This is an optimization exercise on Yosys and OpenROAD, whose aim is small area, a short achievable clock period and few clock cycles, not a production implementation. At most, simulation tests tie the RTL to the original design; equivalence was not proved. Function not checked in runs 1 to 4: the RTL went through the layout flow alone. Power is estimated from default activity; no workload was simulated.

$ cat flow/flow/run.sh
#!/bin/bash
# Layout flow: the standard ORFS layout (standard.sh, unchanged synthesis),
# with the input and output port buffers inserted before global placement made
# of sky130_fd_sc_hd__buf_1 cells instead of the resizer's default choice.
# Every port still gets its own buffer; later repair may resize them.
set -euo pipefail
export BUFFER_PORTS_ARGS="-buffer_cell sky130_fd_sc_hd__buf_1"
bash standard.sh finish > standard_flow.log 2>&1
$ cat flow/standard.sh
#!/bin/bash
# synth_recipe.tcl (not shown) runs the flow's synth.tcl, then flattens the netlist and writes it again
# the make line also repeats each setting of config.mk as NAME=value (left out here)
make -C /OpenROAD-flow-scripts/flow DESIGN_CONFIG=/design/flow/config.mk WORK_HOME=/design/flow/orfs CLKGATE_MAP_FILE= SYNTH_SCRIPT=/design/flow/synth_recipe.tcl "${@:-finish}"
$ cat flow/config.mk
export PLATFORM = sky130hd
export DESIGN_NAME = ddr_rw
export DESIGN_NICKNAME = ddr_rw
export VERILOG_FILES = /design/flow/design.v
export SDC_FILE = /design/flow/constraint.sdc
export NUM_CORES = 4
export LEC_CHECK = 0
export CAP_MARGIN = 20
export CORE_MARGIN = 2
export CORE_UTILIZATION = 60
export PLACE_DENSITY = 0.7
export SETUP_SLACK_MARGIN = 5
export SLEW_MARGIN = 20
$ cat flow/constraint.sdc
create_clock -name core_clock -period 8.0 [get_ports {c3_clk0}]
set_input_delay 1.6000 -clock core_clock [delete_from_list [all_inputs] [get_ports {c3_clk0}]]
set_output_delay 1.6000 -clock core_clock [all_outputs]
set_load 0.01 [all_outputs]
$ cat flow/design.v
`timescale 1ns / 1ps
module ddr_rw
(
   input               c3_clk0,
   input               c3_rst0,                
   input               pic_store_done,         
   output reg          lbp_finish,             
   output reg          c3_p0_cmd_en,
   output reg [2:0]    c3_p0_cmd_instr,
   output reg [5:0]    c3_p0_cmd_bl,
   output reg [29:0]   c3_p0_cmd_byte_addr,
   input               c3_p0_cmd_full,
   output reg          c3_p0_wr_en,
   output reg [15:0]   c3_p0_wr_mask,
   output reg [127:0]  c3_p0_wr_data,
   input               c3_p0_wr_full,
   output reg          c3_p0_rd_en,
   input  [127:0]      c3_p0_rd_data,
   input               c3_p0_rd_empty
);
function [12:0] hp;
   input [15:0] p;
   hp = {p[15:12], p[10:6], p[4:1]};
endfunction
function [15:0] add2;
   input [12:0] x;
   input [12:0] y;
   add2 = {{1'b0, x[12:9]} + {1'b0, y[12:9]},
           {1'b0, x[8:4]}  + {1'b0, y[8:4]},
           {1'b0, x[3:0]}  + {1'b0, y[3:0]}};
endfunction
function [12:0] qs;
   input [12:0] x;
   input [12:0] y;
   qs = {{1'b0, x[12:10]} + {1'b0, y[12:10]},
         {1'b0, x[8:5]}   + {1'b0, y[8:5]},
         {1'b0, x[3:1]}   + {1'b0, y[3:1]}};
endfunction
function [15:0] add3;
   input [12:0] a;
   input [12:0] b;
   input [12:0] s;
   add3 = {{2'b0, a[12:10]} + {2'b0, b[12:10]} + {1'b0, s[12:9]},
           {2'b0, a[8:5]}   + {2'b0, b[8:5]}   + {1'b0, s[8:4]},
           {2'b0, a[3:1]}   + {2'b0, b[3:1]}   + {1'b0, s[3:0]}};
endfunction
localparam PH_O0 = 3'd0,    
           PH_LD = 3'd1,    
           PH_O1 = 3'd2,    
           PH_X1 = 3'd3,    
           PH_EW = 3'd4,    
           PH_E0 = 3'd5,    
           PH_E1 = 3'd6;    
reg        run;
reg [2:0]  ph;
reg [3:0]  dj;
reg [6:0]  dr;
reg        ddone;
reg [1:0]  pc;
reg [3:0]  rj;
reg [6:0]  rr;
reg        rdone;
reg [6:0]  ocnt;       
reg [3:0]  wj;
reg [8:0]  wrow;       
reg        clast;      
reg [63:0] pa;         
reg [63:0] tw;         
reg [51:0] pb;         
reg [12:0] p8;         
wire [15:0] hd [0:7];
genvar g;
generate for (g = 0; g < 8; g = g + 1) begin : hdsplit
   assign hd[g] = c3_p0_rd_data[127-16*g -: 16];
end endgenerate
reg         hsel;      
reg         esel;      
reg  [51:0] yq;
reg  [51:0] ys;        
wire [12:0] xh [0:4];
wire [15:0] xf [0:3];
generate for (g = 0; g < 4; g = g + 1) begin : win
   assign xf[g] = hsel ? tw[63-16*g -: 16] : pa[63-16*g -: 16];
   assign xh[g] = hsel ? pb[51-13*g -: 13] : hp(pa[63-16*g -: 16]);
end endgenerate
assign xh[4] = hsel ? p8 : hp(tw[63:48]);
wire [127:0] word;
generate for (g = 0; g < 4; g = g + 1) begin : slot
   wire [15:0] a = add2(xh[g], yq[51-13*g -: 13]);
   wire [15:0] c = add3(xh[g], xh[g+1], ys[51-13*g -: 13]);
   assign word[127-32*g -: 32] = esel ? {xf[g], a} : {a, c};
end endgenerate
reg [64:0] yn;
always @* begin
   case (ph)
      PH_O1:        yn = {hp(tw[63:48]), hp(tw[47:32]), hp(tw[31:16]), hp(tw[15:0]), hp(hd[0])};
      PH_X1, PH_EW: yn = {hp(pa[47:32]), hp(pa[31:16]), hp(pa[15:0]), hp(tw[63:48]), 13'd0};
      PH_E0:        yn = {pb[38:0], p8, 13'd0};
      default:      yn = {hp(hd[0]), hp(hd[1]), hp(hd[2]), hp(hd[3]), hp(hd[4])};
   endcase
end
wire hv  = !c3_p0_rd_empty && !c3_p0_rd_en;         
wire cr  = !pc[1] && !c3_p0_wr_full;                
wire act = run && !ddone;
reg [2:0] ph_n;
always @* begin
   ph_n = ph;
   if (act)
      case (ph)
         PH_O0: if (hv && (dr == 7'd0 || cr)) ph_n = PH_LD;
         PH_LD: ph_n = PH_O1;
         PH_O1: if (hv) ph_n = PH_X1;
         PH_X1: ph_n = (dr == 7'd127) ? PH_O0 : (cr ? PH_E0 : PH_EW);
         PH_EW: if (cr) ph_n = PH_E0;
         PH_E0: ph_n = PH_E1;
         default: ph_n = (hv && cr) ? PH_LD : PH_O0;
      endcase
end
wire grp_done = act && ((ph == PH_X1 && dr != 7'd0) || ph == PH_E1);
wire can    = run && !lbp_finish && !c3_p0_cmd_en;
wire want_w = (pc != 2'd0);
wire want_r = !rdone && (ocnt <= 7'd62);
wire sel_r  = can && want_r && (!want_w || ocnt < 7'd32);
wire sel_w  = can && want_w && !sel_r;
wire pushed_r = c3_p0_cmd_en && c3_p0_cmd_instr[0];
wire pushed_w = c3_p0_cmd_en && !c3_p0_cmd_instr[0];
always @(posedge c3_clk0) begin
   if (c3_rst0) begin
      run <= 1'b0;
      lbp_finish <= 1'b0;
      ph <= PH_O0;
      hsel <= 1'b0;
      esel <= 1'b0;
      dj <= 4'd0;
      dr <= 7'd0;
      ddone <= 1'b0;
      pc <= 2'd0;
      rj <= 4'd0;
      rr <= 7'd0;
      rdone <= 1'b0;
      ocnt <= 7'd0;
      wj <= 4'd0;
      wrow <= 9'd130;
      c3_p0_cmd_en <= 1'b0;
      c3_p0_wr_en <= 1'b0;
      c3_p0_rd_en <= 1'b0;
   end else begin
      run <= pic_store_done;
      if (pushed_w && clast)
         lbp_finish <= 1'b1;
      c3_p0_cmd_en <= (sel_r || sel_w) && !c3_p0_cmd_full;
      if (pushed_r) begin
         rr <= rr + 7'd1;
         if (rr == 7'd127) begin
            rj <= rj + 4'd1;
            if (rj == 4'd15)
               rdone <= 1'b1;
         end
      end
      if (pushed_w) begin
         if (wrow == 9'd383) begin
            wrow <= 9'd130;
            wj <= wj + 4'd1;
         end else
            wrow <= wrow + 9'd1;
      end
      ocnt <= ocnt - {6'd0, c3_p0_rd_en} + (pushed_r ? {5'd0, c3_p0_cmd_bl[0] ? 2'd2 : 2'd1} : 7'd0);
      pc <= pc + {1'b0, grp_done} - {1'b0, pushed_w};
      hsel <= (ph_n == PH_X1) || (ph_n == PH_E1);
      esel <= (ph_n == PH_E0) || (ph_n == PH_E1);
      c3_p0_wr_en <= 1'b0;
      c3_p0_rd_en <= 1'b0;
      if (act) begin
         ph <= ph_n;
         case (ph)
            PH_O0: c3_p0_rd_en <= (ph_n == PH_LD) && (dj != 4'd15);
            PH_LD: c3_p0_wr_en <= (dr != 7'd0);
            PH_O1: c3_p0_rd_en <= (ph_n == PH_X1);
            PH_X1: begin
               c3_p0_wr_en <= (dr != 7'd0);
               if (dr == 7'd127) begin
                  dr <= 7'd0;
                  dj <= dj + 4'd1;
                  if (dj == 4'd15)
                     ddone <= 1'b1;
               end
            end
            PH_EW: ;
            PH_E0: c3_p0_wr_en <= 1'b1;
            default: begin
               c3_p0_wr_en <= 1'b1;
               c3_p0_rd_en <= (ph_n == PH_LD) && (dj != 4'd15);
               dr <= dr + 7'd1;
            end
         endcase
      end
   end
end
always @(posedge c3_clk0) begin
   c3_p0_cmd_instr <= sel_r ? 3'b001 : 3'b010;
   c3_p0_cmd_bl <= {5'd0, !(sel_r && rj == 4'd15)};
   if (sel_r)
      c3_p0_cmd_byte_addr <= {10'd0, 2'd0, rr, 2'd0, ({1'b0, rj} + 5'd1), 4'd0};
   else
      c3_p0_cmd_byte_addr <= {10'd0, wrow, 1'b0, wj[3], !wj[3], wj[2:0], 1'b1, 4'd0};
   clast <= (wj == 4'd15) && (wrow == 9'd383);
   c3_p0_wr_mask <= 16'd0;
   c3_p0_wr_data <= word;
   yq <= yn[64:13];
   ys <= {qs(yn[64:52], yn[51:39]), qs(yn[51:39], yn[38:26]), qs(yn[38:26], yn[25:13]), qs(yn[25:13], yn[12:0])};
   if (ph == PH_LD) begin
      pa <= c3_p0_rd_data[127:64];
      tw <= c3_p0_rd_data[63:0];
   end
   if (ph == PH_X1) begin
      p8 <= hp(hd[0]);
      pb <= {hp(tw[63:48]), hp(tw[47:32]), hp(tw[31:16]), hp(tw[15:0])};
   end
end
endmodule
==> impl_metrics.tcl, run 1 <==
set metrics [dict create \
    status "complete, no violations" \
    overflow 0 \
    die_height_um 207 \
    synth-seq-area-share_pct 48.5 \
    synth_fa_ha_area_share_pct 14.1 \
    start_util_pct 60.6 \
    met2_usage_pct 44.7 \
    ctsHoldBuffers 0 \
    synth_compound_area_share_pct 10.3 \
    final_common_cell "dfxtp_1" \
    rows 74 \
    ios 321 \
    wl_per_cell_um 18.7 \
    grt_usage_pct 27.5 \
    ys.flop_type "dfxtp_1" \
    setup_tns_ns 0 \
    met1_usage_pct 36.3 \
    ctsLongestPathBuffers 3 \
    core_area_um2 40600 \
    clk_latency_ns 0.60 \
    synth_area_um2 24600 \
    rsz0062_at_grt "true" \
    ir_drop_v 0.000180 \
    grt-busiest-layer "met2" \
    crit_fanout 3 \
    criticalPathCategory "input pin to flop" \
    vias 17318 \
    hpwl_mm 41.3 \
    drcViolationCount 0 \
    syn_area_per_cell_um2 10.6 \
    clock_sinks 500 \
    die_width_um 207 \
    dr.pass1.iters 5 \
    cp.arrival_ns 3.50 \
    seq_area_um2 12000 \
    slew_viol_final 0 \
    numPortBuffers 283 \
    place_congestion 0.860 \
    ant_nets 0 \
    slew_headroom_pct 26.3 \
    finalCritPeriodShare_pct 37.1 \
    synthSimpleGateAreaFrac_pct 9.55 \
    cp.required_ns 8.53 \
    async_flop_share_pct 0 \
    syn_inst 2321 \
    min_period_ns 2.97 \
    drtIter0Drc 1227 \
    p_leak_nw 10.7 \
    area_delta_synth_final_pct 12.7 \
    antenna_found_initial 8 \
    skew_ns 0.0199 \
    pre_cts_slack_ns 4.16 \
    synth-edff-count 193 \
    multi_input_area_um2 11500 \
    wl_mm 58.9 \
    final_cell_mix "dfxtp_1 (302), nand2_1 (282), buf_1 (282)" \
    drv_cap 0 \
    finalHoldViolCount 0 \
    muxShareOfSynthArea_pct 8.90 \
    ys_ff_latch 500 \
    grt_pass1_vias 16915 \
    yosysWarnings 1 \
    path_clk_slew_ns 0.06 \
    final-setup-viol-count 0 \
    synth_top_family_by_area "adder cells" \
    grt_max_degree 96 \
    final_nets 2938 \
    fin_ws_ns 5.03 \
    root_buffer "clkbuf_16" \
    n_fill_cell 3136 \
    dieArea_um2 42700 \
    hold_path.class "flop to flop" \
    max_slew.worst_pin.slew_ns 1.11 \
    worstSetupEndpointType "flop" \
    htreeDepth 2 \
    p_per_area_nw_per_um2 240 \
    fmax_mhz 337 \
    cts_made_buffers 52 \
    met3_usage_pct 5.32 \
    ys_types 56 \
    synth-xor-area-share_pct 3.20 \
    cp-start-kind "input pin" \
    grt_pass1_wl_mm 90.4 \
    drive_gt1_share_pct 5.59 \
    vias_per_cell 5.49 \
    cts_tree "yes" \
]
## through the flow
step                instances  power (W)  instance area (um2)  hold WS [ns]  util [%]
floorplan                2357    0.00391                24800         0.399         -
global placement         3046    0.00430                25900         0.423      63.8
detailed placement       3046    0.00434                25900         0.429      63.8
CTS                      3145    0.00670                27700         0.449      68.2
global route             3147    0.00697                27700         0.461      68.3
finish                   3153    0.00665                27800         0.445      68.3
## kinds of logic after synthesis
kind of cell | after synthesis
AOI/OAI and AO/OA | 451
DFF | 500
adders and majority gates | 231
and+or+nand+nor | 521
other | 1
xor gates and xnor gates | 90
muxes | 214
buffers and inverters | 313
## worst paths after layout
kind	cells past startpoint	to	slack, ns	start
setup / recovery	9	ys[8]$_DFF_P_	5.03	c3_p0_rd_data[71]
hold / removal	1	c3_p0_cmd_byte_addr[4]$_SDFF_PN1_	0.44	rj[0]$_SDFFE_PP0P_
setup reg to reg	11	ys[8]$_DFF_P_	5.04	ph[0]$_SDFFE_PP0P_
hold reg to reg	1	c3_p0_cmd_byte_addr[4]$_SDFF_PN1_	0.44	rj[0]$_SDFFE_PP0P_
## report_power, final
part | total [W] | leakage, nW | switching, W | internal [W]
clock network | 0.00236 | 0.813 | 0.000987 | 0.00137
registers | 0.00307 | 4.32 | 0.000128 | 0.00294
logic | 0.00122 | 5.61 | 0.000721 | 0.000496
## cells in the mapped netlist, drive strengths merged (8+ instances only)
cell,instances,area [um2]
dfxtp,307,6150
nand2,282,1060
o21ai,220,1100
edfxtp,193,5800
mux2i,175,1750
inv,172,646
ha,154,1930
a21oi,120,601
nor2,94,353
fa,77,1540
buf,73,447
clkbuf,67,251
nor2b,66,413
a21o,56,420
xor2,50,438
xnor2,40,350
mux2,39,439
nand2b,22,145
a31oi,19,119
nand3,11,55.1
a211oi,10,75.1
nand4,10,68.8
a32oi,9,78.8
nor4,8,71.3
## registers in the layout (all words and copies together), names as in the netlist, 2 cells and up
name	cells
c3_p0_cmd_byte_addr	15
c3_p0_cmd_instr	2
c3_p0_wr_data	128
dj	4
dr	7
ocnt	7
p8	13
pa	64
pb	52
pc	2
ph	3
rj	4
rr	7
tw	64
wj	4
wrow	9
yq	52
ys	52
## worst max-delay path, cell delays in order
cell and delay [ns]:
buf_1 0.22, o21ai_0 0.11, o21ai_0 0.48, ha_1 0.29, inv_1 0.07, fa_1 0.43
nor2b_1 0.14, o21ai_0 0.09, nand2b_1 0.08
## area by class of cell
type,instances,share of cell area (%)
Sequential cell,500,43.1
Multi-Input combinational cell,1544,41.4
Clock inverter,20,0.617
Tap cell,532,2.40
Antenna cell,8,0.0721
Inverter,173,2.34
Timing Repair Buffer,302,4.79
Clock buffer,74,5.32
## what timing repair did
item	4_1_cts	5_1_grt
endpoints found under the setup margin	269	11
endpoints found under the hold margin	0	0
cloned	0	0
resized for setup	14	4
setup buffers	5	0
## metal layers
layer | vias up | routed length [um] | part of all wire [%]
li1 | 8380 | - | -
met1 | 8265 | 24900 | 42
met2 | 566 | 27700 | 47
met3 | 101 | 4280 | 7.3
met4 | 6 | 1980 | 3.4
met5 | - | 38 | 0.065
==> run 2, diff against run 1 <==
==> flow/run.sh (new file) <==
#!/bin/bash
# synth_recipe.tcl (not shown) runs the flow's synth.tcl, then flattens the netlist and writes it again
# the make line also repeats each setting of config.mk as NAME=value (left out here)
make -C /OpenROAD-flow-scripts/flow DESIGN_CONFIG=/design/flow/config.mk WORK_HOME=/design/flow/orfs CLKGATE_MAP_FILE= SYNTH_SCRIPT=/design/flow/synth_recipe.tcl finish
removed: flow/flow/run.sh
removed: flow/standard.sh
==> run 2 against run 1 <==
  * Still clean on timing, DRC and antenna
  * Sequential share of layout area fell by 2.5 points
  * Power rose by 3.8%
  * Combinational power rose by 13%
  * Hold slack improved by 0.0065 ns
  * Worst setup slack got worse by 0.00050 ns
  * Flip-flop and latch count did not move
  * Cell area rose by 6.2%
  * Clock-buffer cell count rose by 7
  * Clock power rose by 4%
  * Largest power group unchanged
==> impl_metrics.tcl, run 2 <==
set metrics [dict create \
    status "complete, no violations" \
    p_comb_share_pct 20.0 \
    p_clk_share_pct 35.7 \
    place_congestion 0.846 \
    yosys.area.top_type "dfxtp_1" \
    wl_per_cell_um 19.5 \
    worstPathCellList "clkdlybuf4s50_1 -> nand2_1 -> o21ai_0 -> nand2_1 -> o21ai_2 -> ha_2 -> fa_1 -> a21o_1 -> a21o_1" \
    start_util_pct 60.6 \
    ys.flop_type "dfxtp_1" \
    final_cell_mix "dfxtp_1 (299), nand2_1 (282), o21ai_0 (205)" \
    final_nets 2937 \
    p_per_area_nw_per_um2 234 \
    sw_frac_of_total_pct 26.8 \
    die_height_um 207 \
    area_delta_synth_final_pct 19.8 \
    hold_slack_ns 0.451 \
    rows 74 \
    slew_headroom_pct 30.6 \
    slew_viol_final 0 \
    worst_path_largest_cell_delay_ns 0.50 \
    vias_per_cell 5.54 \
    grt_usage_pct 28.5 \
    cp_num_cells 9 \
    p_int_w 0.00505 \
    worst-path-buf-inv 1 \
    reg2reg_depth 8 \
    grt_pass1_vias 17337 \
    synth_area_um2 24600 \
    core_area_um2 40600 \
    crit_fanout 3 \
    ir_drop_v 0.000202 \
    skew_ns 0.0210 \
    htreeDepth 2 \
    hold_path.class "flop to flop" \
    top_regs "c3_p0_wr_data: 128 flops, pa: 64 flops, tw: 64 flops" \
    clock_sinks 500 \
    synth-seq-area-share_pct 48.5 \
    p_sw_w 0.00185 \
    drive_gt1_share_pct 6.31 \
    final-setup-viol-count 0 \
    cp-start-kind "input pin" \
    cp.arrival_ns 3.45 \
    die_width_um 207 \
    ys_types 56 \
    syn_inst 2321 \
    drcViolationCount 0 \
    ant_nets 0 \
    p_leak_nw 11.9 \
    cts_made_buffers 52 \
    vias 17438 \
    grt_max_degree 95 \
    yosysMostFrequentCell "dfxtp_1" \
    dr.pass1.iters 5 \
    setup_tns_ns 0 \
    critPathTopFamily "adder cells" \
    numPortBuffers 283 \
    synthDominantCellAreaShare_pct 25.0 \
    overflow 0 \
    grt_pass1_wl_mm 93.0 \
    largest_reg_flops 128 \
    worstSetupEndpointType "flop" \
    ys_ff_latch 500 \
    syn_area_per_cell_um2 10.6 \
    drtIter0Drc 1485 \
    n_fill_cell 3015 \
    cts_tree "yes" \
    seq_power_share_pct 44.3 \
    finalPower_w 0.00690 \
    root_buffer "clkbuf_16" \
    finalHoldViolCount 0 \
    dieArea_um2 42700 \
    cpMaxStageDelayCell "clkdlybuf4s50_1" \
    path_clk_slew_ns 0.06 \
    rsz0062_at_grt "true" \
    ios 321 \
    min_period_ns 2.97 \
    hold_depth 1 \
    cp.required_ns 8.48 \
    drv_cap 0 \
    clk_latency_ns 0.60 \
    final_common_cell "dfxtp_1" \
    criticalPathCategory "input pin to flop" \
    wl_mm 61.4 \
    fmax_mhz 337 \
    ctsLongestPathBuffers 3 \
    netlist_top_cells_count "dfxtp_1 (307), nand2_1 (282), o21ai_0 (220), edfxtp_1 (193), mux2i_1 (175)" \
    synth_area_leaders "dfxtp_1 (25%), edfxtp_1 (24%), ha_1 (7.8%)" \
    async_flop_share_pct 0 \
    largest_register "c3_p0_wr_data" \
    finalCritPeriodShare_pct 37.1 \
    synth-edff-count 193 \
    antenna_found_initial 6 \
    hpwl_mm 42.6 \
    max_slew.worst_pin.slew_ns 1.04 \
    yosysWarnings 1 \
]
[run 2: changes by cell type in the layout (fill, tap and decap cells not counted), sizes merged]
cell           change
diode              -4
clkbuf             +7
buf              -284
dlygate4sd2      +150
clkdlybuf4s50    +125
clkinv             -6
dlymetal6s2s       +8
[run 2: worst register-to-register path: cells and delay by family, from the launching register on]
kind | cells | cell delay (ns)
xor gates and xnor gates | 1 | 0.17
adders and majority gates | 3 | 1.07
buffers and inverters | 2 | 0.41
AOI/OAI and AO/OA | 1 | 0.22
muxes | 1 | 0.49
DFF | 1 | 0.44
[run 2: area by class of cell]
class	instances	area (um2)	share of cell area (%)
clock buffer	81	1600	5.44
tap	532	666	2.26
clock inverter	14	145	0.492
multi-input combinational	1544	11500	39.1
antenna	4	10.0	0.0339
inverter	173	649	2.20
timing repair buffer	301	2920	9.91
sequential	500	12000	40.6
[run 2: power by group through the flow]
stage / clock [W] / sequential, W / combinational [W]
floorplan: 0 / 0.00319 / 0.000723
global placement: 0 / 0.00312 / 0.00147
detailed placement: 0 / 0.00312 / 0.00150
CTS: 0.00250 / 0.00306 / 0.00139
global route: 0.00259 / 0.00309 / 0.00155
finish: 0.00246 / 0.00306 / 0.00138
[run 2: what timing repair did]
action                                  CTS  global route
setup buffers                             2             0
endpoints found under the hold margin     0             0
pin swaps                                 1             0
cloned                                    0             1
resized for setup                       174            34
endpoints found under the setup margin  283            46
hold buffers                              0             0
[run 2: layer usage]
layer,track usage (%),wire [um]
met1,37.1,26100
met2,47.0,29200
met4,10.9,1950
met5,0,33
met3,5.73,4170
[run 2: metrics by stage]
step	worst slack, ns	std cells	utilization [%]	instance area [um2]
2_1_floorplan	4.98	2357	-	24800
3_3_place_gp	4.27	3047	68.2	27700
3_5_place_dp	4.26	3047	68.2	27700
4_1_cts	5.00	3144	72.2	29400
5_1_grt	4.95	3146	72.5	29500
6_report	5.03	3149	72.6	29500
[run 2: path summary, 6_finish.rpt]
path / startpoint / end / slack, ns
max: c3_p0_rd_data[103] / ys[34]$_DFF_P_ / 5.03
min reg2reg: rj[0]$_SDFFE_PP0P_ / c3_p0_cmd_byte_addr[4]$_SDFF_PN1_ / 0.45
max reg2reg: hsel$_SDFF_PP0_ / c3_p0_wr_data[14]$_DFF_P_ / 5.10
min: rj[0]$_SDFFE_PP0P_ / c3_p0_cmd_byte_addr[4]$_SDFF_PN1_ / 0.45
[run 2: logic make-up after synthesis]
group | synth area share, %
compound gates | 10.3
xor+xnor | 3.20
fa+ha+maj | 14.1
buf+inv | 5.47
flops | 48.5
mux | 8.90
other cells | 0.0152
simple gates | 9.55
==> run 3, diff against run 2 <==
--- a/flow/config.mk
+++ b/flow/config.mk
@@ -9,5 +9,5 @@
 export CORE_MARGIN = 2
 export CORE_UTILIZATION = 60
 export PLACE_DENSITY = 0.7
-export SETUP_SLACK_MARGIN = 5
+export SETUP_SLACK_MARGIN = 4.5
 export SLEW_MARGIN = 20
==> run 3 against run 2 <==
  * Area after synthesis stayed put
  * Critical path depth up 1
  * First-iteration DRC count shrank 10%
  * Still clean on timing, DRC and antenna
  * Sequential power about the same
  * Critical path type is now flop to flop
  * Worst setup slack lost 0.32 ns
  * Hold slack lost 0.015 ns
  * Highest routed layer unchanged
==> impl_metrics.tcl, run 3 <==
set metrics [dict create \
    synth_area_leaders "dfxtp_1 (25%), edfxtp_1 (24%), ha_1 (7.8%)" \
    sw_frac_of_total_pct 26.6 \
    largest_reg_flops 128 \
    p_int_w 0.00517 \
    criticalPathCategory "flop to flop" \
    wl_per_cell_um 19.1 \
    ant_nets 0 \
    worst_path_largest_cell_delay_ns 0.70 \
    cp.arrival_ns 3.82 \
    core_area_um2 40600 \
    drive_gt1_share_pct 5.86 \
    grt_pass1_vias 16969 \
    place_congestion 0.859 \
    hpwl_mm 42.3 \
    hold_slack_ns 0.437 \
    drtIter0Drc 1337 \
    n_fill_cell 2935 \
    synth_area_um2 24600 \
    drv_cap 0 \
    antenna_found_initial 7 \
    drcViolationCount 0 \
    ctsHoldBuffers 0 \
    path_clk_slew_ns 0.06 \
    p_clk_share_pct 35.2 \
    overflow 0 \
    seq_power_share_pct 43.6 \
    slew_headroom_pct 38.0 \
    area_delta_synth_final_pct 19.9 \
    fmax_mhz 304 \
    finalCritPeriodShare_pct 41.2 \
    syn_area_per_cell_um2 10.6 \
    die_height_um 207 \
    yosys.area.top_type "dfxtp_1" \
    min_period_ns 3.29 \
    syn_inst 2321 \
    finalHoldViolCount 0 \
    cts_tree "yes" \
    status "complete, no violations" \
    p_sw_w 0.00188 \
    p_leak_nw 11.5 \
    grt_usage_pct 27.7 \
    slew_viol_final 0 \
    htreeDepth 2 \
    numPortBuffers 283 \
    worstPathCellList "buf_4 -> mux2i_1 -> nand2_1 -> o21ai_0 -> o21ai_0 -> inv_1 -> fa_1 -> nor2b_1 -> o21ai_0 -> nand2b_1" \
    start_util_pct 60.6 \
    dr.pass1.iters 5 \
    largest_register "c3_p0_wr_data" \
    wl_mm 60.1 \
    ctsLongestPathBuffers 3 \
    cp-start-kind "flop" \
    crit_fanout 49 \
    cts_made_buffers 53 \
    vias 17339 \
    grt_max_degree 86 \
    synth-seq-area-share_pct 48.5 \
    p_comb_share_pct 21.2 \
    finalNonFillerCells 3151 \
    p_per_area_nw_per_um2 239 \
    setup_tns_ns 0 \
    ir_drop_v 0.000207 \
    async_flop_share_pct 0 \
    final-setup-viol-count 0 \
    ys_types 56 \
    final_nets 2936 \
    root_buffer "clkbuf_16" \
    ys_ff_latch 500 \
    die_width_um 207 \
    synthDominantCellAreaShare_pct 25.0 \
    ys.flop_type "dfxtp_1" \
    hold_path.class "flop to flop" \
    post-place-cells 3046 \
    clock_sinks 500 \
    grt_pass1_wl_mm 91.0 \
    vias_per_cell 5.50 \
    skew_ns 0.00987 \
    final_cell_mix "dfxtp_1 (302), clkdlybuf4s50_1 (283), nand2_1 (282)" \
    ios 321 \
    worstSetupEndpointType "flop" \
    max_slew.worst_pin.slew_ns 0.920 \
    cpMaxStageDelayCell "dfxtp_4" \
    clk_latency_ns 0.59 \
    rsz0062_at_grt "false" \
    yosysWarnings 1 \
    synth-edff-count 193 \
    critPathMostFrequentCell "o21ai_0" \
    dieArea_um2 42700 \
    netlist_top_cells_count "dfxtp_1 (307), nand2_1 (282), o21ai_0 (220), edfxtp_1 (193), mux2i_1 (175)" \
    critPathTopFamily "buffers and inverters" \
    cp.required_ns 8.53 \
    rows 74 \
    final_common_cell "dfxtp_1" \
    yosysMostFrequentCell "dfxtp_1" \
    worst-path-buf-inv 2 \
    top_regs "c3_p0_wr_data: 128 flops, pa: 64 flops, tw: 64 flops" \
]
==> run 3: cell counts after synthesis <==
Identical to the previous run, type by type.
==> run 3: path summary, 6_finish.rpt <==
path	start	endpoint	slack, ns	cells past startpoint
worst min register to register	rj[0]$_SDFFE_PP0P_	c3_p0_cmd_byte_addr[4]$_SDFF_PN1_	0.44	1
worst max-delay path	ph[0]$_SDFFE_PP0P_	ys[47]$_DFF_P_	4.71	10
worst min-delay path	rj[0]$_SDFFE_PP0P_	c3_p0_cmd_byte_addr[4]$_SDFF_PN1_	0.44	1
worst max register to register	ph[0]$_SDFFE_PP0P_	ys[47]$_DFF_P_	4.71	10
==> run 3: layout make-up <==
cell class	instances	area [um2]	area share, %
sequential	500	12000	40.5
multi-input combinational	1544	11500	38.9
timing repair buffer	299	3000	10.1
clock buffer	67	1470	4.98
tap	532	666	2.25
inverter	173	649	2.20
clock inverter	30	283	0.958
antenna	6	15.0	0.0508
==> run 3: worst register-to-register path: cells and delay by family, from the launching register on <==
family / cells / cell delay (ns)
buf+inv: 2 / 0.87
compound gates: 3 / 0.73
flops: 1 / 0.70
fa+ha+maj: 1 / 0.48
simple gates: 3 / 0.27
mux: 1 / 0.19
==> run 3: metal layers <==
metal	up-vias	track usage (%)	share of wire, %
met4	4	11.3	3.7
met3	129	5.05	6.7
met2	540	45.2	47
li1	8387	-	-
met1	8279	36.7	42
met5	-	0	0.050
==> run 3: power groups by stage <==
stage,logic [W],clock network (W),registers [W]
3_5_place_dp,0.00149,0,0.00313
4_1_cts,0.00151,0.00251,0.00307
6_report,0.00150,0.00248,0.00307
2_1_floorplan,0.000722,0,0.00319
5_1_grt,0.00166,0.00260,0.00309
3_3_place_gp,0.00145,0,0.00312
==> run 3: through the flow <==
| stage | total power (W) | worst slack [ns] | area (um2) | utilization, % |
|---|---|---|---|---|
| 6_report | 0.00704 | 4.71 | 29500 | 72.6 |
| 5_1_grt | 0.00735 | 4.52 | 29500 | 72.6 |
| 4_1_cts | 0.00709 | 4.57 | 29500 | 72.5 |
| 3_5_place_dp | 0.00462 | 4.14 | 27700 | 68.1 |
| 3_3_place_gp | 0.00457 | 4.21 | 27700 | 68.1 |
| 2_1_floorplan | 0.00391 | 4.80 | 24800 | - |
==> run 3: cells by family after synthesis <==
| family | synth area share (%) |
|---|---|
| and+or+nand+nor | 9.55 |
| adders and majority gates | 14.1 |
| AOI/OAI and AO/OA | 10.3 |
| buffers and inverters | 5.47 |
| xor gates and xnor gates | 3.20 |
| DFF | 48.5 |
| other | 0.0152 |
| muxes | 8.90 |
==> run 3: what timing repair did <==
action | CTS | global route
endpoints found under the setup margin | 16 | 15
gates resized for setup | 3 | 2
setup buffers | 0 | 1
==> run 4, diff against run 3 <==
--- a/flow/config.mk
+++ b/flow/config.mk
@@ -7,7 +7,7 @@
 export LEC_CHECK = 0
 export CAP_MARGIN = 20
 export CORE_MARGIN = 2
-export CORE_UTILIZATION = 60
-export PLACE_DENSITY = 0.7
-export SETUP_SLACK_MARGIN = 4.5
+export CORE_UTILIZATION = 75
+export PLACE_DENSITY = 0.8
+export SETUP_SLACK_MARGIN = 5
 export SLEW_MARGIN = 20
==> run 4 against run 3 <==
  * Critical path depth rose by 1
  * Largest power group unchanged
  * Power rose by 0.42%
  * Register-to-register slack improved by 0.34 ns
==> impl_metrics.tcl, run 4 <==
set metrics [dict create \
    synthSimpleGateAreaFrac_pct 9.55 \
    hold_slack_ns 0.436 \
    syn_area_per_cell_um2 10.6 \
    clk_latency_ns 0.58 \
    dieArea_um2 34300 \
    synthDominantCellAreaShare_pct 25.0 \
    largest_reg_flops 128 \
    grt_usage_pct 41.1 \
    synth_area_um2 24600 \
    ys_ff_latch 500 \
    overflow 0 \
    yosysWarnings 1 \
    reg2reg_depth 3 \
    root_buffer "clkbuf_16" \
    synth_compound_area_share_pct 10.3 \
    drcViolationCount 0 \
    slew_viol_final 0 \
    ir_drop_v 0.000212 \
    wl_per_cell_um 23.5 \
    p_per_area_nw_per_um2 239 \
    criticalPathCategory "input pin to flop" \
    drv_cap 0 \
    rsz0062_at_grt "true" \
    slew_headroom_pct 32.0 \
    ctsLongestPathBuffers 3 \
    dr.pass1.iters 8 \
    yosysMostFrequentCell "dfxtp_1" \
    core_area_um2 32500 \
    drtIter0Drc 2513 \
    yosys.area.top_type "dfxtp_1" \
    syn_inst 2321 \
    ys.flop_type "dfxtp_1" \
    vias_per_cell 6.39 \
    wl_mm 72.0 \
    final_common_cell "dfxtp_1" \
    grt_pass1_vias 20040 \
    largest_register "c3_p0_wr_data" \
    max_slew.worst_pin.slew_ns 1.02 \
    synth-edff-count 193 \
    cts_tree "yes" \
    synth_top_family_by_area "adder cells" \
    netlist_top_cells_count "dfxtp_1 (307), nand2_1 (282), o21ai_0 (220), edfxtp_1 (193), mux2i_1 (175)" \
    setup_tns_ns 0 \
    top_regs "c3_p0_wr_data: 128 flops, pa: 64 flops, tw: 64 flops" \
    cp.required_ns 8.51 \
    clock_sinks 500 \
    synth-seq-area-share_pct 48.5 \
    htreeDepth 2 \
    synth_fa_ha_area_share_pct 14.1 \
    fmax_mhz 331 \
    die_width_um 185 \
    grt_max_degree 103 \
    final-setup-viol-count 0 \
    antenna_found_initial 11 \
    crit_fanout 3 \
    hold_depth 1 \
    finalCritPeriodShare_pct 37.7 \
    area_delta_synth_final_pct 20.1 \
    final_nets 2936 \
    numPortBuffers 283 \
    grt_pass1_wl_mm 108 \
    rows 66 \
    synth_area_leaders "dfxtp_1 (25%), edfxtp_1 (24%), ha_1 (7.8%)" \
    ant_nets 0 \
    skew_ns 0.0143 \
    cp-start-kind "input pin" \
    drive_gt1_share_pct 7.04 \
    start_util_pct 75.9 \
    path_clk_slew_ns 0.06 \
    worstSetupEndpointType "flop" \
    hpwl_mm 43.4 \
    finalHoldViolCount 0 \
    ctsHoldBuffers 0 \
    place_congestion 0.890 \
    hold_path.class "flop to flop" \
    ff2ff_setup_slack_ns 5.05 \
    die_height_um 185 \
    min_period_ns 3.02 \
    async_flop_share_pct 0 \
    cts_made_buffers 50 \
    p_leak_nw 12.0 \
    vias 19574 \
    ios 321 \
    ys_types 56 \
    synth-xor-area-share_pct 3.20 \
    final_cell_mix "dfxtp_1 (299), nand2_1 (282), o21ai_0 (196)" \
    status "complete, no violations" \
    cp.arrival_ns 3.53 \
    muxShareOfSynthArea_pct 8.90 \
]
[run 4: cell count changes in the layout (fill, tap and decap cells not counted), sizes merged]
cell	previous run	this run
bufbuf	0	2
dlymetal6s2s	0	17
clkdlybuf4s50	283	124
inv	173	172
buf	16	17
clkbuf	67	76
clkinvlp	6	2
clkinv	19	13
diode	6	8
dlygate4sd2	0	142
bufinv	5	4
[run 4: what timing repair did]
| item | in CTS | in global routing |
|---|---|---|
| endpoints found under the setup margin | 421 | 56 |
| cloned | 2 | 0 |
| buffers inserted | 3 | 3 |
| resized for setup | 182 | 47 |
| pin swaps | 0 | 2 |
[run 4: cell families after synthesis]
kind of cell / after synthesis
adder cells (fa/ha/maj): 231
AO/OA/AOI/OAI: 451
XOR/XNOR: 90
other: 1
AND/OR/NAND/NOR: 521
flip-flops: 500
multiplexers: 214
buffers and inverters: 313
[run 4: layout make-up]
class / instances / area, um2
tap: 442 / 553
timing repair buffer: 302 / 3020
multi-input combinational: 1544 / 11600
clock inverter: 18 / 203
antenna: 8 / 20.0
clock buffer: 76 / 1580
inverter: 173 / 649
sequential: 500 / 12000
fill: 1305 / 2880
[run 4: worst max-delay path, cell delays in order]
cell and delay (ns):
clkdlybuf4s50_1 0.53, nand2_1 0.08, o21ai_0 0.10, nand2_1 0.07, o21ai_1 0.16, ha_2 0.24, inv_1 0.06, fa_1 0.39
nor2b_1 0.13, o21ai_0 0.10, nand2b_1 0.07
[run 4: worst paths after layout]
| path | startpoint | endpoint |
|---|---|---|
| hold reg to reg | rj[0]$_SDFFE_PP0P_ | c3_p0_cmd_byte_addr[4]$_SDFF_PN1_ |
| hold / removal | rj[0]$_SDFFE_PP0P_ | c3_p0_cmd_byte_addr[4]$_SDFF_PN1_ |
| setup / recovery | c3_p0_rd_data[103] | ys[47]$_DFF_P_ |
| setup reg to reg | ph[0]$_SDFFE_PP0P_ | pa[46]$_DFFE_PP_ |
[run 4: metal layers]
layer	vias up	GRT usage, %	part of all wire (%)
li1	8374	-	-
met1	9303	47.1	34
met2	1498	68.7	48
met3	391	9.83	11
met4	8	27.7	6.6
met5	-	0	0.076
[run 4: per-stage QoR]
step / worst slack [ns] / total power [W] / cells / utilization (%) / area, um2
6_report: 4.98 / 0.00707 / 3063 / 91.1 / 29600
3_3_place_gp: 4.32 / 0.00454 / 2952 / 85.0 / 27600
2_1_floorplan: 4.98 / 0.00391 / 2357 / - / 24800
5_1_grt: 4.90 / 0.00730 / 3060 / 91.1 / 29600
3_5_place_dp: 4.13 / 0.00463 / 2952 / 85.0 / 27600
4_1_cts: 4.95 / 0.00702 / 3051 / 90.6 / 29400
[run 4: power by group]
part	internal, W	switching (W)	total, W
sequential	0.00294	0.000131	0.00307
clock	0.00149	0.00102	0.00251
combinational	0.000663	0.000830	0.00149
total	0.00509	0.00198	0.00707
==> run 5, diff against run 4 <==
--- a/flow/design.v
+++ b/flow/design.v
@@ -90,15 +90,17 @@
    wire [15:0] c = add3(xh[g], xh[g+1], ys[51-13*g -: 13]);
    assign word[127-32*g -: 32] = esel ? {xf[g], a} : {a, c};
 end endgenerate
-reg [64:0] yn;
+reg [51:0] yn;
 always @* begin
    case (ph)
-      PH_O1:        yn = {hp(tw[63:48]), hp(tw[47:32]), hp(tw[31:16]), hp(tw[15:0]), hp(hd[0])};
-      PH_X1, PH_EW: yn = {hp(pa[47:32]), hp(pa[31:16]), hp(pa[15:0]), hp(tw[63:48]), 13'd0};
-      PH_E0:        yn = {pb[38:0], p8, 13'd0};
-      default:      yn = {hp(hd[0]), hp(hd[1]), hp(hd[2]), hp(hd[3]), hp(hd[4])};
+      PH_O1:        yn = {hp(tw[63:48]), hp(tw[47:32]), hp(tw[31:16]), hp(tw[15:0])};
+      PH_X1, PH_EW: yn = {hp(pa[47:32]), hp(pa[31:16]), hp(pa[15:0]), hp(tw[63:48])};
+      PH_E0:        yn = {pb[38:0], p8};
+      default:      yn = {hp(hd[0]), hp(hd[1]), hp(hd[2]), hp(hd[3])};
    endcase
 end
+wire [64:0] ys_w = (ph == PH_O1) ? {hp(tw[63:48]), hp(tw[47:32]), hp(tw[31:16]), hp(tw[15:0]), hp(hd[0])}
+                                 : {hp(hd[0]), hp(hd[1]), hp(hd[2]), hp(hd[3]), hp(hd[4])};
 wire hv  = !c3_p0_rd_empty && !c3_p0_rd_en;         
 wire cr  = !pc[1] && !c3_p0_wr_full;                
 wire act = run && !ddone;
@@ -206,8 +208,8 @@
    clast <= (wj == 4'd15) && (wrow == 9'd383);
    c3_p0_wr_mask <= 16'd0;
    c3_p0_wr_data <= word;
-   yq <= yn[64:13];
-   ys <= {qs(yn[64:52], yn[51:39]), qs(yn[51:39], yn[38:26]), qs(yn[38:26], yn[25:13]), qs(yn[25:13], yn[12:0])};
+   yq <= yn;
+   ys <= {qs(ys_w[64:52], ys_w[51:39]), qs(ys_w[51:39], ys_w[38:26]), qs(ys_w[38:26], ys_w[25:13]), qs(ys_w[25:13], ys_w[12:0])};
    if (ph == PH_LD) begin
       pa <= c3_p0_rd_data[127:64];
       tw <= c3_p0_rd_data[63:0];
==> flow/flow/run.sh (new file) <==
#!/bin/bash
# Layout flow: the standard ORFS layout (standard.sh, unchanged synthesis),
# with the input and output port buffers inserted before global placement made
# of sky130_fd_sc_hd__buf_1 cells instead of the resizer's default choice.
# Every port still gets its own buffer; later repair may resize them.
set -euo pipefail
export BUFFER_PORTS_ARGS="-buffer_cell sky130_fd_sc_hd__buf_1"
bash standard.sh finish > standard_flow.log 2>&1
==> flow/standard.sh (new file) <==
#!/bin/bash
# synth_recipe.tcl (not shown) runs the flow's synth.tcl, then flattens the netlist and writes it again
# the make line also repeats each setting of config.mk as NAME=value (left out here)
make -C /OpenROAD-flow-scripts/flow DESIGN_CONFIG=/design/flow/config.mk WORK_HOME=/design/flow/orfs CLKGATE_MAP_FILE= SYNTH_SCRIPT=/design/flow/synth_recipe.tcl "${@:-finish}"
--- a/flow/config.mk
+++ b/flow/config.mk
@@ -7,7 +7,7 @@
 export LEC_CHECK = 0
 export CAP_MARGIN = 20
 export CORE_MARGIN = 2
-export CORE_UTILIZATION = 75
-export PLACE_DENSITY = 0.8
+export CORE_UTILIZATION = 60
+export PLACE_DENSITY = 0.7
 export SETUP_SLACK_MARGIN = 5
 export SLEW_MARGIN = 20
removed: flow/run.sh
==> run 5 against run 4 <==
  * Area after synthesis rose by 1.7%
  * Clock power increased by 3%
  * Power decreased by 3.1%
  * Final cell count rose by 3.1%
  * Register-to-register slack improved by 0.02 ns
  * Clock skew up 0.0010 ns
  * First-iteration DRC count is 55% lower
  * Core utilization down 22 points
  * Highest routed layer unchanged
  * Largest cell class unchanged
  * Flip-flop and latch count stayed put
==> impl_metrics.tcl, run 5 <==
set metrics [dict create \
    critPathTopFamily "adder cells" \
    p_clk_share_pct 37.8 \
    rows 74 \
    grt_usage_pct 28.5 \
    grt_pass1_wl_mm 96.4 \
    synth_area_leaders "dfxtp_1 (25%), edfxtp_1 (23%), ha_1 (7.7%)" \
    setup_tns_ns 0 \
    ctsHoldBuffers 0 \
    rsz0062_at_grt "true" \
    final_nets 2941 \
    root_buffer "clkbuf_16" \
    grt_pass1_vias 17397 \
    min_period_ns 2.93 \
    start_util_pct 61.1 \
    synth_fa_ha_area_share_pct 13.8 \
    cp.required_ns 8.51 \
    min_from "rj[0]$_SDFFE_PP0P_" \
    worst-path-buf-inv 2 \
    ys_ff_latch 500 \
    numPortBuffers 283 \
    htreeDepth 2 \
    ir_drop_v 0.000182 \
    final-setup-viol-count 0 \
    reg2reg_depth 8 \
    criticalPathCategory "flop to flop" \
    clock_sinks 500 \
    vias 17525 \
    syn_inst 2326 \
    cp-start-kind "flop" \
    p_int_w 0.00498 \
    p_per_area_nw_per_um2 242 \
    synth-seq-area-share_pct 47.7 \
    largest_reg_flops 128 \
    synthDominantCellAreaShare_pct 24.5 \
    synth_area_um2 25000 \
    yosysWarnings 1 \
    path_clk_slew_ns 0.06 \
    pre_cts_slack_ns 3.92 \
    cts_tree "yes" \
    finalPower_w 0.00685 \
    fmax_mhz 341 \
    overflow 0 \
    ctsLongestPathBuffers 3 \
    sw_frac_of_total_pct 27.3 \
    ant_nets 0 \
    largest_register "c3_p0_wr_data" \
    finalHoldViolCount 0 \
    netlist_top_cells_count "dfxtp_1 (307), nand2_1 (273), o21ai_0 (212), edfxtp_1 (193), mux2i_1 (179)" \
    synth_top_family_by_area "adder cells" \
    finalCritPeriodShare_pct 36.7 \
    hpwl_mm 42.9 \
    drive_gt1_share_pct 8.17 \
    p_sw_w 0.00187 \
    hold_depth 1 \
    seq_power_share_pct 44.7 \
    synthSimpleGateAreaFrac_pct 9.25 \
    worstPathCellList "buf_16 -> mux2_2 -> fa_1 -> ha_1 -> inv_1 -> fa_1 -> xor2_1 -> o21ai_0" \
    die_width_um 208 \
    hold_slack_ns 0.467 \
    vias_per_cell 5.55 \
    dr.pass1.iters 6 \
    skew_ns 0.0154 \
    holdPathEnd "c3_p0_cmd_byte_addr[4]$_SDFF_PN1_" \
    ios 321 \
    wl_mm 62.2 \
    place_congestion 0.906 \
    synth_compound_area_share_pct 9.62 \
    crit_fanout 77 \
    n_fill_cell 3183 \
    worst_path_largest_cell_delay_ns 0.52 \
    ys.flop_type "dfxtp_1" \
    cpMaxStageDelayCell "fa_1" \
    antenna_found_initial 6 \
    hold_path.class "flop to flop" \
    status "complete, no violations" \
    final_cell_mix "dfxtp_1 (302), buf_1 (282), nand2_1 (273)" \
    cts_made_buffers 52 \
    p_comb_share_pct 17.5 \
    r2r_start "hsel$_SDFF_PP0_" \
    final_common_cell "dfxtp_1" \
    clk_latency_ns 0.61 \
    yosysMostFrequentCell "dfxtp_1" \
    timing.rr.end "c3_p0_wr_data[99]$_DFF_P_" \
    area_delta_synth_final_pct 12.9 \
    wl_per_cell_um 19.7 \
    syn_area_per_cell_um2 10.8 \
    muxShareOfSynthArea_pct 10.9 \
    fin_ws_ns 5.07 \
    drcViolationCount 0 \
    grt_max_degree 98 \
    max_slew.worst_pin.slew_ns 1.05 \
    slew_headroom_pct 30.2 \
    async_flop_share_pct 0 \
    slew_viol_final 0 \
    synth-xor-area-share_pct 3.15 \
    top_regs "c3_p0_wr_data: 128 flops, pa: 64 flops, tw: 64 flops" \
    synth-edff-count 193 \
    ys_types 60 \
    critPathMostFrequentCell "fa_1" \
    dieArea_um2 43400 \
    yosys.area.top_type "dfxtp_1" \
    drv_cap 0 \
    die_height_um 208 \
    core_area_um2 41000 \
    worstSetupEndpointType "flop" \
    cp.arrival_ns 3.44 \
    p_leak_nw 10.9 \
    drtIter0Drc 1123 \
    ff2ff_setup_slack_ns 5.07 \
]
run 5: worst max path at each step:
stage | from | endpoint | cells after the start | slack, ns
2_1_floorplan | ph[1]$_SDFFE_PP0P_ | pa[0]$_DFFE_PP_ | 4 | 5.02
3_3_place_gp | hsel$_SDFF_PP0_ | c3_p0_wr_data[99]$_DFF_P_ | 8 | 4.01
3_5_place_dp | hsel$_SDFF_PP0_ | c3_p0_wr_data[99]$_DFF_P_ | 8 | 3.92
4_1_cts | hsel$_SDFF_PP0_ | c3_p0_wr_data[99]$_DFF_P_ | 8 | 4.95
5_1_grt | hsel$_SDFF_PP0_ | c3_p0_wr_data[99]$_DFF_P_ | 8 | 4.98
6_report | hsel$_SDFF_PP0_ | c3_p0_wr_data[99]$_DFF_P_ | 8 | 5.07
run 5: cell type report:
class	count	area, um2	share of cell area, %
multi-input cells	1554	11900	42.1
diodes	5	12.5	0.0442
well taps	532	666	2.35
flip-flops and latches	500	12000	42.3
repair buffers	304	1300	4.60
clock buffers	66	1440	5.08
inverters	164	616	2.18
clock inverters	32	399	1.41
run 5: power groups by stage:
stage	clock network (W)	registers [W]	logic [W]
global route	0.00273	0.00309	0.00135
finish	0.00259	0.00306	0.00120
global placement	0	0.00312	0.00114
floorplan	0	0.00318	0.000704
detailed placement	0	0.00312	0.00118
CTS	0.00262	0.00307	0.00120
run 5: metrics by stage:
stage / cell area, um2 / util, % / std cells
floorplan: 25200 / - / 2362
global placement: 26300 / 64.1 / 3047
detailed placement: 26300 / 64.1 / 3047
CTS: 28200 / 68.9 / 3151
global route: 28300 / 69.0 / 3156
finish: 28300 / 69.0 / 3157
run 5: cell families after synthesis:
group,count (synthesis)
compound gates,427
buf+inv,309
flops,500
other cells,1
xor+xnor,90
simple gates,505
mux,263
fa+ha+maj,231
run 5: per-layer routing:
metal	wire length (um)	part of all wire [%]	track usage [%]
met3	4450	7.2	5.98
met4	1370	2.2	8.96
met1	27100	44	38.2
met2	29200	47	46.4
met5	11	0.018	0
run 5: worst register-to-register path, stage by stage, from the launching register on:
cell and delay, ns:
dfxtp_4 0.50, buf_16 0.35, mux2_2 0.47, fa_1 0.52, ha_1 0.19, inv_1 0.07, fa_1 0.43, xor2_1 0.15
o21ai_0 0.17
run 5: repair_timing:
action,4_1_cts,5_1_grt
gates resized for setup,7,3
gates cloned,1,0
setup buffers,5,1
setup endpoints to repair,213,36
pin swaps,1,0
hold endpoints to repair,0,0
Testbench counts of run 5, summed over its fixed seeds: cycles 79,446.
==> run 6, diff against run 5 <==
--- a/flow/config.mk
+++ b/flow/config.mk
@@ -8,6 +8,7 @@
 export CAP_MARGIN = 20
 export CORE_MARGIN = 2
 export CORE_UTILIZATION = 60
+export CTS_BUF_LIST = sky130_fd_sc_hd__clkbuf_2 sky130_fd_sc_hd__clkbuf_4
 export PLACE_DENSITY = 0.7
 export SETUP_SLACK_MARGIN = 5
 export SLEW_MARGIN = 20
==> run 6 against run 5 <==
  * Fmax down 4.3%
  * Die area stayed put
  * Core utilization increased by 2.4 points
  * Critical path depth down 7
  * Flip-flop and latch count stayed put
  * First-iteration DRC count rose by 26%
  * Hold slack worse by 0.014 ns
  * Clock skew is 0.033 ns higher
  * Power increased by 1.2%
  * Synthesized cell count unchanged
  * Largest power group unchanged
  * Highest routed layer unchanged
==> impl_metrics.tcl, run 6 <==
set metrics [dict create \
    start_util_pct 61.1 \
    crit_fanout 2 \
    largest_reg_flops 128 \
    p_clk_share_pct 35.4 \
    yosysMostFrequentCell "dfxtp_1" \
    ys_ff_latch 500 \
    finalPower_w 0.00694 \
    final_util_pct 71.4 \
    ir_drop_v 0.000198 \
    yosysWarnings 1 \
    overflow 0 \
    synthDominantCellAreaShare_pct 24.5 \
    final_nets 3028 \
    ant_nets 0 \
    top_regs "c3_p0_wr_data: 128 flops, pa: 64 flops, tw: 64 flops" \
    hpwl_mm 42.9 \
    cp.arrival_ns 1.46 \
    p_int_w 0.00498 \
    ys.flop_type "dfxtp_1" \
    grt_max_degree 98 \
    status "complete, no violations" \
    area_delta_synth_final_pct 16.8 \
    synth_area_um2 25000 \
    criticalPathCategory "flop to output port" \
    drcViolationCount 0 \
    async_flop_share_pct 0 \
    yosys.area.top_type "dfxtp_1" \
    p_comb_share_pct 19.8 \
    wl_mm 64.1 \
    place_congestion 0.906 \
    cp.required_ns 6.40 \
    ys_types 60 \
    post-place-cells 3047 \
    core_area_um2 41000 \
    final-setup-viol-count 0 \
    critPathTopFamily "flip-flops" \
    die_width_um 208 \
    worst-path-buf-inv 1 \
    n_fill_cell 3117 \
    path_clk_slew_ns 0.06 \
    setup_tns_ns 0 \
    wl_per_cell_um 19.3 \
    synth-edff-count 193 \
    syn_inst 2326 \
    numPortBuffers 283 \
    fmax_mhz 326 \
    grt_pass1_vias 18304 \
    vias 18166 \
    largest_register "c3_p0_wr_data" \
    final_area_um2 29300 \
    final_cell_mix "nand2_1 (273), dfxtp_1 (214), o21ai_0 (212)" \
    final_common_cell "nand2_1" \
    slew_viol_final 0 \
    antenna_found_initial 10 \
    cpMaxStageDelayCell "dfxtp_4" \
    ctsHoldBuffers 0 \
    drv_cap 0 \
    cts_tree "yes" \
    clk_latency_ns 1.00 \
    post_dp_cell_area_um2 26300 \
    min_period_ns 3.06 \
    max_slew.worst_pin.slew_ns 1.12 \
    synth-seq-area-share_pct 47.7 \
    worstSetupEndpointType "output port" \
    slew_headroom_pct 25.1 \
    p_sw_w 0.00195 \
    ctsLongestPathBuffers 3 \
    drtIter0Drc 1419 \
    skew_ns 0.0480 \
    cp-start-kind "flop" \
    dieArea_um2 43400 \
    root_buffer "clkbuf_4" \
    syn_area_per_cell_um2 10.8 \
    dr.pass1.iters 5 \
    synth_area_leaders "dfxtp_1 (25%), edfxtp_1 (23%), ha_1 (7.7%)" \
    p_leak_nw 11.8 \
    finalCritPeriodShare_pct 38.3 \
    die_height_um 208 \
    vias_per_cell 5.48 \
    grt_usage_pct 29.6 \
    netlist_top_cells_count "dfxtp_1 (307), nand2_1 (273), o21ai_0 (212), edfxtp_1 (193), mux2i_1 (179)" \
    clock_sinks 500 \
    rows 74 \
    drive_gt1_share_pct 21.6 \
    worst_path_largest_cell_delay_ns 0.35 \
    finalHoldViolCount 0 \
    p_per_area_nw_per_um2 237 \
    ios 321 \
    finalNonFillerCells 3314 \
    hold_path.class "flop to flop" \
    htreeDepth 4 \
    sw_frac_of_total_pct 28.2 \
    seq_power_share_pct 44.8 \
    grt_pass1_wl_mm 98.9 \
    worstPathCellList "buf_6" \
    rsz0062_at_grt "true" \
    cts_made_buffers 133 \
]
## run 6: cell counts after synthesis
Identical to the previous run, type by type.
## run 6: path summary, 6_finish.rpt
check                             start                                 to  slack [ns]  cells past startpoint
min                  rj[0]$_SDFFE_PP0P_  c3_p0_cmd_byte_addr[4]$_SDFF_PN1_        0.45                      1
min reg2reg          rj[0]$_SDFFE_PP0P_  c3_p0_cmd_byte_addr[4]$_SDFF_PN1_        0.45                      1
max          c3_p0_cmd_instr[0]$_DFF_P_                 c3_p0_cmd_instr[0]        4.94                      1
max reg2reg             hsel$_SDFF_PP0_          c3_p0_wr_data[99]$_DFF_P_        5.10                      8
## run 6: logic make-up (layout without fill, tap and decap cells)
| group | after synthesis | count (layout) | share of synthesized area (%) |
|---|---|---|---|
| xor gates and xnor gates | 90 | 90 | 3.15 |
| muxes | 263 | 263 | 10.9 |
| adders and majority gates | 231 | 231 | 13.8 |
| other | 1 | 50 | 0.0150 |
| buffers and inverters | 309 | 715 | 5.52 |
| AOI/OAI and AO/OA | 427 | 427 | 9.62 |
| and+or+nand+nor | 505 | 506 | 9.25 |
| DFF | 500 | 500 | 47.7 |
## run 6: final cells by class
type | count | area [um2] | area share [%]
clock inverters | 34 | 303 | 1.03
multi-input cells | 1554 | 11900 | 40.7
flip-flops and latches | 500 | 12100 | 41.3
well taps | 532 | 666 | 2.27
diodes | 13 | 32.5 | 0.111
inverters | 164 | 616 | 2.10
repair buffers | 310 | 2120 | 7.23
clock buffers | 207 | 1550 | 5.31
## run 6: power by group through the flow
| stage | Sequential, W | Combinational, W | Clock, W |
|---|---|---|---|
| after CTS | 0.00309 | 0.00133 | 0.00251 |
| after global placement | 0.00312 | 0.00114 | 0 |
| final | 0.00311 | 0.00138 | 0.00245 |
| after detailed placement | 0.00312 | 0.00118 | 0 |
| after floorplan | 0.00318 | 0.000704 | 0 |
| after global routing | 0.00313 | 0.00153 | 0.00264 |
## run 6: routing by layer
layer / vias to the layer above / part of all wire (%) / GRT usage, %
li1: 8713 / - / -
met1: 8682 / 42 / 37.9
met2: 663 / 47 / 47.1
met3: 104 / 8.5 / 8.78
met4: 4 / 2.7 / 12.3
met5: - / 0.037 / 0
## run 6: through the flow
stage	worst slack (ns)	hold slack [ns]
global placement	4.01	0.420
global route	4.86	0.468
detailed placement	3.92	0.439
finish	4.94	0.452
floorplan	5.02	0.399
CTS	4.85	0.452
## run 6: timing repair
action,CTS,global route
gates cloned,2,0
endpoints found under the setup margin,379,270
setup buffers,7,4
hold endpoints to repair,0,0
gates resized for setup,280,69
pin swaps,1,1
==> run 7, diff against run 6 <==
--- a/flow/flow/run.sh
+++ b/flow/flow/run.sh
@@ -5,4 +5,4 @@
 # Every port still gets its own buffer; later repair may resize them.
 set -euo pipefail
 export BUFFER_PORTS_ARGS="-buffer_cell sky130_fd_sc_hd__buf_1"
-bash standard.sh finish > standard_flow.log 2>&1
+bash standard.sh SETUP_SLACK_MARGIN=5.6 finish > standard_flow.log 2>&1
--- a/flow/config.mk
+++ b/flow/config.mk
@@ -8,7 +8,6 @@
 export CAP_MARGIN = 20
 export CORE_MARGIN = 2
 export CORE_UTILIZATION = 60
-export CTS_BUF_LIST = sky130_fd_sc_hd__clkbuf_2 sky130_fd_sc_hd__clkbuf_4
 export PLACE_DENSITY = 0.7
 export SETUP_SLACK_MARGIN = 5
 export SLEW_MARGIN = 20
==> run 7 against run 6 <==
  * Sequential share of layout area is 3.7 points lower
  * Cell area is 9.7% higher
  * Non-clock buffer count is 100 higher
  * Largest cell class is now multi-input gates
  * Still clean
  * Synthesized cell count stayed put
  * Die area stayed put
  * Critical path depth is 8 higher
==> impl_metrics.tcl, run 7 <==
set metrics [dict create \
    cp-start-kind "flop" \
    cp.arrival_ns 3.17 \
    hold_slack_ns 0.444 \
    sw_frac_of_total_pct 27.8 \
    slew_viol_final 0 \
    netlist_top_cells_count "dfxtp_1 (307), nand2_1 (273), o21ai_0 (212), edfxtp_1 (193), mux2i_1 (179)" \
    antenna_found_initial 9 \
    fmax_mhz 372 \
    syn_area_per_cell_um2 10.8 \
    r2r_start "hsel$_SDFF_PP0_" \
    cts_tree "yes" \
    hold_depth 1 \
    synth-edff-count 193 \
    n_fill_cell 2589 \
    finalHoldViolCount 0 \
    skew_ns 0.0110 \
    final_nets 3049 \
    yosysMostFrequentCell "dfxtp_1" \
    numPortBuffers 283 \
    ys_ff_latch 500 \
    ios 321 \
    post_dp_cell_area_um2 26800 \
    final_common_cell "nand2_1" \
    min_from "rj[0]$_SDFFE_PP0P_" \
    vias 18822 \
    final-setup-viol-count 0 \
    vias_per_cell 5.76 \
    hpwl_mm 44.3 \
    largest_register "c3_p0_wr_data" \
    cts_made_buffers 54 \
    path_clk_slew_ns 0.06 \
    yosysWarnings 1 \
    cp.required_ns 8.48 \
    synth_area_leaders "dfxtp_1 (25%), edfxtp_1 (23%), ha_1 (7.7%)" \
    die_width_um 208 \
    hold_path.class "flop to flop" \
    setup_tns_ns 0 \
    p_comb_share_pct 22.0 \
    grt_max_degree 86 \
    rsz0062_at_grt "true" \
    largest_reg_flops 128 \
    final_area_um2 32100 \
    drv_cap 0 \
    synthDominantCellAreaShare_pct 24.5 \
    htreeDepth 2 \
    criticalPathCategory "flop to flop" \
    grt-busiest-layer "met2" \
    ant_nets 0 \
    ys.flop_type "dfxtp_1" \
    p_int_w 0.00520 \
    rows 74 \
    met2_usage_pct 50.6 \
    drive_gt1_share_pct 29.5 \
    p_sw_w 0.00200 \
    slew_headroom_pct 39.1 \
    clk_latency_ns 0.61 \
    worst_path_largest_cell_delay_ns 0.52 \
    dr.pass1.iters 5 \
    final_util_pct 78.3 \
    start_util_pct 61.1 \
    yosys.area.top_type "dfxtp_1" \
    cpMaxStageDelayCell "fa_2" \
    met1_usage_pct 43.0 \
    synth_area_um2 25000 \
    overflow 0 \
    seq_power_share_pct 43.6 \
    dieArea_um2 43400 \
    top_regs "c3_p0_wr_data: 128 flops, pa: 64 flops, tw: 64 flops" \
    final_cell_mix "nand2_1 (255), dfxtp_1 (213), edfxtp_1 (193)" \
    async_flop_share_pct 0 \
    timing.rr.end "c3_p0_wr_data[66]$_DFF_P_" \
    clock_sinks 500 \
    p_clk_share_pct 34.4 \
    ff2ff_setup_slack_ns 5.31 \
    syn_inst 2326 \
    worstSetupEndpointType "flop" \
    holdPathEnd "c3_p0_cmd_byte_addr[4]$_SDFF_PN1_" \
    wl_mm 72.6 \
    met3_usage_pct 7.62 \
    status "complete, no violations" \
    place_congestion 0.858 \
    crit_fanout 7 \
    p_per_area_nw_per_um2 224 \
    root_buffer "clkbuf_16" \
    wl_per_cell_um 22.2 \
    core_area_um2 41000 \
    max_slew.worst_pin.slew_ns 0.913 \
    synth-seq-area-share_pct 47.7 \
    critPathTopFamily "adder cells" \
    drtIter0Drc 1562 \
    worstPathCellList "buf_12 -> buf_16 -> mux2_4 -> buf_4 -> fa_1 -> ha_2 -> inv_2 -> fa_2 -> mux2i_1" \
    grt_usage_pct 32.0 \
    grt_pass1_vias 18801 \
    ys_types 60 \
    ctsLongestPathBuffers 3 \
    worst-path-buf-inv 4 \
    ir_drop_v 0.000165 \
    reg2reg_depth 9 \
    finalCritPeriodShare_pct 33.6 \
    drcViolationCount 0 \
    grt_pass1_wl_mm 107 \
    p_leak_nw 12.5 \
    die_height_um 208 \
    area_delta_synth_final_pct 28.2 \
    min_period_ns 2.69 \
]
## run 7: cell counts after synthesis
No cell type changed its count.
## run 7: worst max path at each step
stage                                   start                         to  slack (ns)  cells after the start
finish                        hsel$_SDFF_PP0_  c3_p0_wr_data[66]$_DFF_P_        5.31                      9
floorplan                  ph[1]$_SDFFE_PP0P_            pa[0]$_DFFE_PP_        5.02                      4
detailed placement            hsel$_SDFF_PP0_  c3_p0_wr_data[10]$_DFF_P_        4.37                     10
global placement              hsel$_SDFF_PP0_  c3_p0_wr_data[42]$_DFF_P_        4.51                     10
global route                  hsel$_SDFF_PP0_  c3_p0_wr_data[66]$_DFF_P_        5.28                      9
CTS                 c3_p0_wr_data[36]$_DFF_P_          c3_p0_wr_data[36]        5.29                      1
## run 7: repair_timing
item                       CTS  global route
hold endpoints to repair     0             0
setup endpoints to repair  527           303
hold buffers                 0             0
gates cloned                15             5
gates resized for setup    495           197
setup buffers               57            35
pin swaps                   82            86
## run 7: through the flow
stage | total power, W | setup slack [ns] | std cells
floorplan | 0.00391 | 5.02 | 2362
global placement | 0.00429 | 4.51 | 3048
detailed placement | 0.00433 | 4.37 | 3048
CTS | 0.00707 | 5.29 | 3222
global route | 0.00747 | 5.28 | 3265
finish | 0.00719 | 5.31 | 3267
## run 7: layout make-up
class / count / area, um2 / area share, %
Timing Repair Buffer: 410 / 3580 / 11.2
Sequential cell: 500 / 12100 / 37.6
Inverter: 164 / 616 / 1.92
Multi-Input combinational cell: 1554 / 13400 / 41.8
Clock inverter: 25 / 243 / 0.756
Clock buffer: 77 / 1510 / 4.69
Tap cell: 532 / 666 / 2.07
Antenna cell: 5 / 12.5 / 0.0390
## run 7: routing by layer
layer  wire length, um  vias up
met1             30100     9135
met3              6730      175
met2             33000      838
met4              2750       10
li1                  -     8664
met5                62        -
## run 7: worst reg2reg max path, delay by kind of cell, from the launching register on
family                     cells  cell delay [ns]
muxes                          2             0.39
DFF                            1             0.45
adders and majority gates      3             1.19
buffers and inverters          4             0.52
## run 7: logic make-up after synthesis
family,count (synthesis),share of synthesized area [%]
simple gates,505,9.25
mux,263,10.9
xor+xnor,90,3.15
compound gates,427,9.62
fa+ha+maj,231,13.8
buf+inv,309,5.52
flops,500,47.7
other cells,1,0.0150
## run 7: power by group through the flow
| stage | clock network [W] | logic [W] | registers, W |
|---|---|---|---|
| 2_1_floorplan | 0 | 0.000730 | 0.00318 |
| 3_3_place_gp | 0 | 0.00116 | 0.00313 |
| 3_5_place_dp | 0 | 0.00120 | 0.00313 |
| 4_1_cts | 0.00250 | 0.00146 | 0.00311 |
| 5_1_grt | 0.00260 | 0.00172 | 0.00315 |
| 6_report | 0.00248 | 0.00159 | 0.00313 |

-- afterwards: timing with drivers on the ports --
How much do the figures lean on ideal ports? The routed layouts below were timed once more, with nothing changed but the port constraints. Step 1 sets driving cells, clkbuf_16 on the clock port and buf_2 on the other inputs (assumed; they add their load-dependent delay and slew). Step 2 also shifts input and output timing later by t, the mid clock arrival at the registers, as if the neighbouring blocks saw the same clock. Slacks: no drivers / after step 1 / after step 2; pairs: no drivers / after step 1.
run | t (ns) | setup WS [ns] | worst setup path after step 2
run 1 | 0.645 | 5.030 / 5.037 / 4.420 | input to register
run 2 | 0.646 | 5.030 / 5.066 / 4.420 | input to register
run 3 | 0.645 | 4.705 / 4.705 / 4.138 | input to register
run 4 | 0.621 | 4.982 / 4.963 / 4.342 | input to register
run 5 | 0.656 | 5.067 / 5.049 / 4.805 | input to register
run 6 | 1.030 | 4.936 / 4.881 / 4.804 | input to register
run 7 | 0.668 | 5.313 / 5.253 / 4.937 | input to register
After both steps every run listed still meets setup and hold. The setup slack of run 4, which loses most, moves by -0.019 ns with the drivers and by -0.640 ns with both steps.
